Context: an optimization exercise on an open-source flow, tuned for small area and a short achievable clock period. The choices shown serve that exercise and are no tape-out recipe. Where RTL was checked, it was by simulation tests only, not by an equivalence proof against the original. No activity file was given, so power comes from the tool's default toggle rates.

## fir_filter
module fir_filter (
    input clk,
    input rst,
    input clk_enable,
    input [2:0] filter_sel,
    input  signed [15:0] filter_in,
    output signed [15:0] filter_out
);
Size: ~3000 cells after synthesis, ~1200 flip-flops, roughly 38 I/O pins, ~36000 um^2 of cells after synthesis.
Settings: LEC_CHECK=0, ABC_AREA=1, CAP_MARGIN=20, CORE_MARGIN=2, CORE_UTILIZATION=60, SLEW_MARGIN=20, SYNTH_MEMORY_MAX_BITS=65536; clock period 13.5 ns.
standard.sh (not shown) runs the stock make flow with config.mk's settings and CLKGATE_MAP_FILE= SYNTH_SCRIPT=/design/flow/synth_recipe.tcl, a recipe that flattens the netlist after the stock synthesis.
==> flow/flow/run.sh <==
#!/bin/bash
# Own layout flow: the standard layout (standard.sh: ORFS synthesis and
# place-and-route with the standard flow's config and constraints), with these changes:
#  - synthesis: synth_recipe.tcl with Yosys's quick ABC pass inside 'synth'
#    skipped (-noabc), so the adders reach extract_fa as written; registers and
#    their names are the same as the standard synthesis's,
#  - ABC maps the logic with flow/abc.script in place of ORFS's script,
#  - the port buffers that ORFS inserts are sky130_fd_sc_hd__buf_4,
#  - clock tree synthesis: clusters of up to 26 sinks within 70 um, clkbuf_16
#    buffers, no dummy loads,
#  - timing repair (ORFS's repair_timing after CTS and global routing) aims for
#    a setup slack of 9.5 ns against the design's 13.5 ns clock (the SDC is
#    unchanged), so it also mends paths slower than 4 ns.
# ORFS's scripts are copied into this folder and only the ABC scripts replaced.
# Every tool's output is in orfs/logs/ (one log per step) and flow_make.log.
set -euo pipefail
W="$(pwd)"
rm -rf "$W/scripts_own"
cp -r "$FLOW_HOME/scripts" "$W/scripts_own"
cp "$W/flow/abc.script" "$W/scripts_own/abc_area.script"
cp "$W/flow/abc.script" "$W/scripts_own/abc_speed.script"
sed 's/yosys synth -nofsm -noshare {\*}\$args/yosys synth -nofsm -noshare -noabc {*}$args/' \
  "$W/synth_recipe.tcl" > "$W/own_synth.tcl"
grep -q -- '-noabc' "$W/own_synth.tcl"
sed "s#synth_recipe\.tcl#own_synth.tcl#g" "$W/standard.sh" > "$W/own_standard.sh"
grep -q own_synth.tcl "$W/own_standard.sh"
export SCRIPTS_DIR="$W/scripts_own"
export SETUP_SLACK_MARGIN=9.5
export BUFFER_PORTS_ARGS="-buffer_cell sky130_fd_sc_hd__buf_4"
export CTS_ARGS="-sink_clustering_enable -repair_clock_nets -dont_use_dummy_load -sink_clustering_size 26 -sink_clustering_max_diameter 70 -buf_list sky130_fd_sc_hd__clkbuf_16"
bash "$W/own_standard.sh" > "$W/flow_make.log" 2>&1
==> flow/flow/abc.script <==
strash
dc2
dch -f
map
topo
stime -c
buffer -c
upsize -c
dnsize -c
Rerun with:
--- a/flow/design.v
+++ b/flow/design.v
@@ -576,71 +576,65 @@
     input upper,
     input phase_q,
     input [6:0] since,
     input [5:0] filled,
     output reg [6:0] neg_q,
     output reg [6:0] one_q,
     output reg [6:0] two_q,
     output reg win_q,
     output reg [2:0] sel_q
 );
   wire rom_sign;
   wire [12:0] rom_magnitude;
-  reg [4:0] tap_d;
-  reg upper_d, use_d, win_d;
   coeff_rom u_coeff_rom (
       .filter_sel(sel_q),
-      .mirror(upper_d && (sel_q == 3'd7)),
-      .tap(tap_d),
+      .mirror(upper && (sel_q == 3'd7)),
+      .tap(tap),
       .sign(rom_sign),
       .magnitude(rom_magnitude)
   );
   wire win = phase_q || (since != 7'd0 && since <= 7'd63);
   wire age_ok = (age <= filled) && (filled != 6'd0 || phase_q);
   reg [12:0] magnitude_q;
   reg negative_q, use_q, win1;
   always @(posedge clk) begin
     sel_q <= filter_sel;
-    tap_d <= tap;
-    upper_d <= upper;
-    win_d <= win;
-    use_d <= (age_ok || phase_q && age == filled + 6'd1) && win;
     magnitude_q <= rom_magnitude;
     negative_q <= rom_sign;
-    win1 <= win_d;
-    use_q <= use_d;
+    win1 <= win;
+    use_q <= (age_ok || phase_q && age == filled + 6'd1) && win;
   end
   wire [14:0] mx = {1'b0, use_q ? magnitude_q : 13'd0, 1'b0};
   integer j;
   always @(posedge clk) begin
     win_q <= win1;
     for (j = 0; j < 7; j = j + 1) begin
       neg_q[j] <= (mx[2*j+2] ^ negative_q) & win1;
       one_q[j] <= mx[2*j+1] ^ mx[2*j];
       two_q[j] <= (mx[2*j+2] & ~mx[2*j+1] & ~mx[2*j]) | (~mx[2*j+2] & mx[2*j+1] & mx[2*j]);
     end
   end
 endmodule
 module delay_pipeline (
     input clk,
     input phase,
     input [5:0] age,
     input signed [15:0] filter_in,
     output signed [15:0] sample_q
 );
   reg signed [15:0] newest;
   reg signed [15:0] ring[0:63];
   integer i;
   wire signed [15:0] sample = (age[5:1] == 5'd0) ? newest : ring[0];
-  assign sample_q = ring[61];
+  assign sample_q = ring[62];
   always @(posedge clk) begin
     if (phase) newest <= filter_in;
     for (i = 0; i < 63; i = i + 1) ring[i] <= ring[i+1];
     ring[63] <= sample;
   end
 endmodule
 module compute (
     input clk,
     input rst,
     input phase,
     input [6:0] since,
     input [5:0] filled,
@@ -849,25 +843,25 @@
   csa_ha u152 (c_in[32], s_in[32], t[304], t[305]);
   csa_ha u153 (c_in[33], s_in[33], t[306], t[307]);
   wire [33:0] s_next = {t[306], t[304], t[302], t[300], t[298], t[296], t[294], t[292], t[290], t[288], t[286], t[284], t[282], t[280], t[278], t[276], t[274], t[272], t[270], t[268], t[266], t[264], t[262], t[260], t[258], t[256], t[254], t[252], t[250], t[248], t[246], t[244], t[242], t[240]};
   wire [33:0] c_next = {t[305], t[303], t[301], t[299], t[297], t[295], t[293], t[291], t[289], t[287], t[285], t[283], t[281], t[279], t[277], t[275], t[273], t[271], t[269], t[267], t[265], t[263], t[261], t[259], t[257], t[255], t[253], t[251], t[249], t[247], t[245], t[243], t[241], pp0[0]};
   wire [33:0] acc = acc_s + acc_c;
   wire [17:0] acc_hi = acc[33:16];
   wire sat_pos = ~acc_hi[17] & acc_hi[16];
   wire sat_neg = acc_hi[17] & ~acc_hi[16];
   wire [15:0] acc_sat = sat_pos ? 16'h7fff : sat_neg ? 16'h8000 : acc_hi[15:0];
   always @(posedge clk) begin
     acc_s <= s_next;
     acc_c <= c_next;
-    first <= (since == 7'd2);
+    first <= (since == 7'd1);
   end
   always @(posedge clk, posedge rst) begin
     if (rst) begin
       result <= 16'sd0;
       filter_out <= 16'sd0;
     end else begin
       if (first && filled[5:1] != 5'd0) result <= acc_sat;
       if (phase) filter_out <= result;
     end
   end
 endmodule
 module csa_fa (
After rerunning:
- The new run passed the timing, design-rule and antenna checks
- setup slack gets worse by 140 ps
- count of clock-buffer cells in the layout rose by 3
- global-route usage stays flat
- die area is lower slightly
- worst hold slack degrades by 62 ps
- wire length goes down slightly
- via count shrinks slightly
- utilization falls by 0.16 points
- combinational power hardly moves
- final area decreases slightly
The RTL of the second run of this note was laid out without a check of its function.

-- what the ideal ports hide --
How much do the figures lean on ideal ports? The routed layouts below were timed once more, with nothing changed but the port constraints.
Step 1, drivers: a clkbuf_16 drives clk and a buf_2 each remaining input, both assumed.
Step 2 moves the port delays by t, midway between the first and last clock arrival at a register: inputs arrive t later, outputs are due t later. That takes back most of the time a late clock gives input paths.
Three values: no drivers, after step 1, after step 2; two values: the first two.
run | shift t [ns] | setup slack, ns | clock arrival spread, ns
the first run | 0.665 | 9.601 / 9.539 / 9.266 | 0.155 / 0.154
the second run | 0.685 | 9.460 / 9.460 / 9.084 | 0.140 / 0.141
After both steps every run listed still meets setup and hold. For the second run, which loses most, drivers alone change the setup slack by 0.000 ns; drivers and shift together by -0.376 ns.
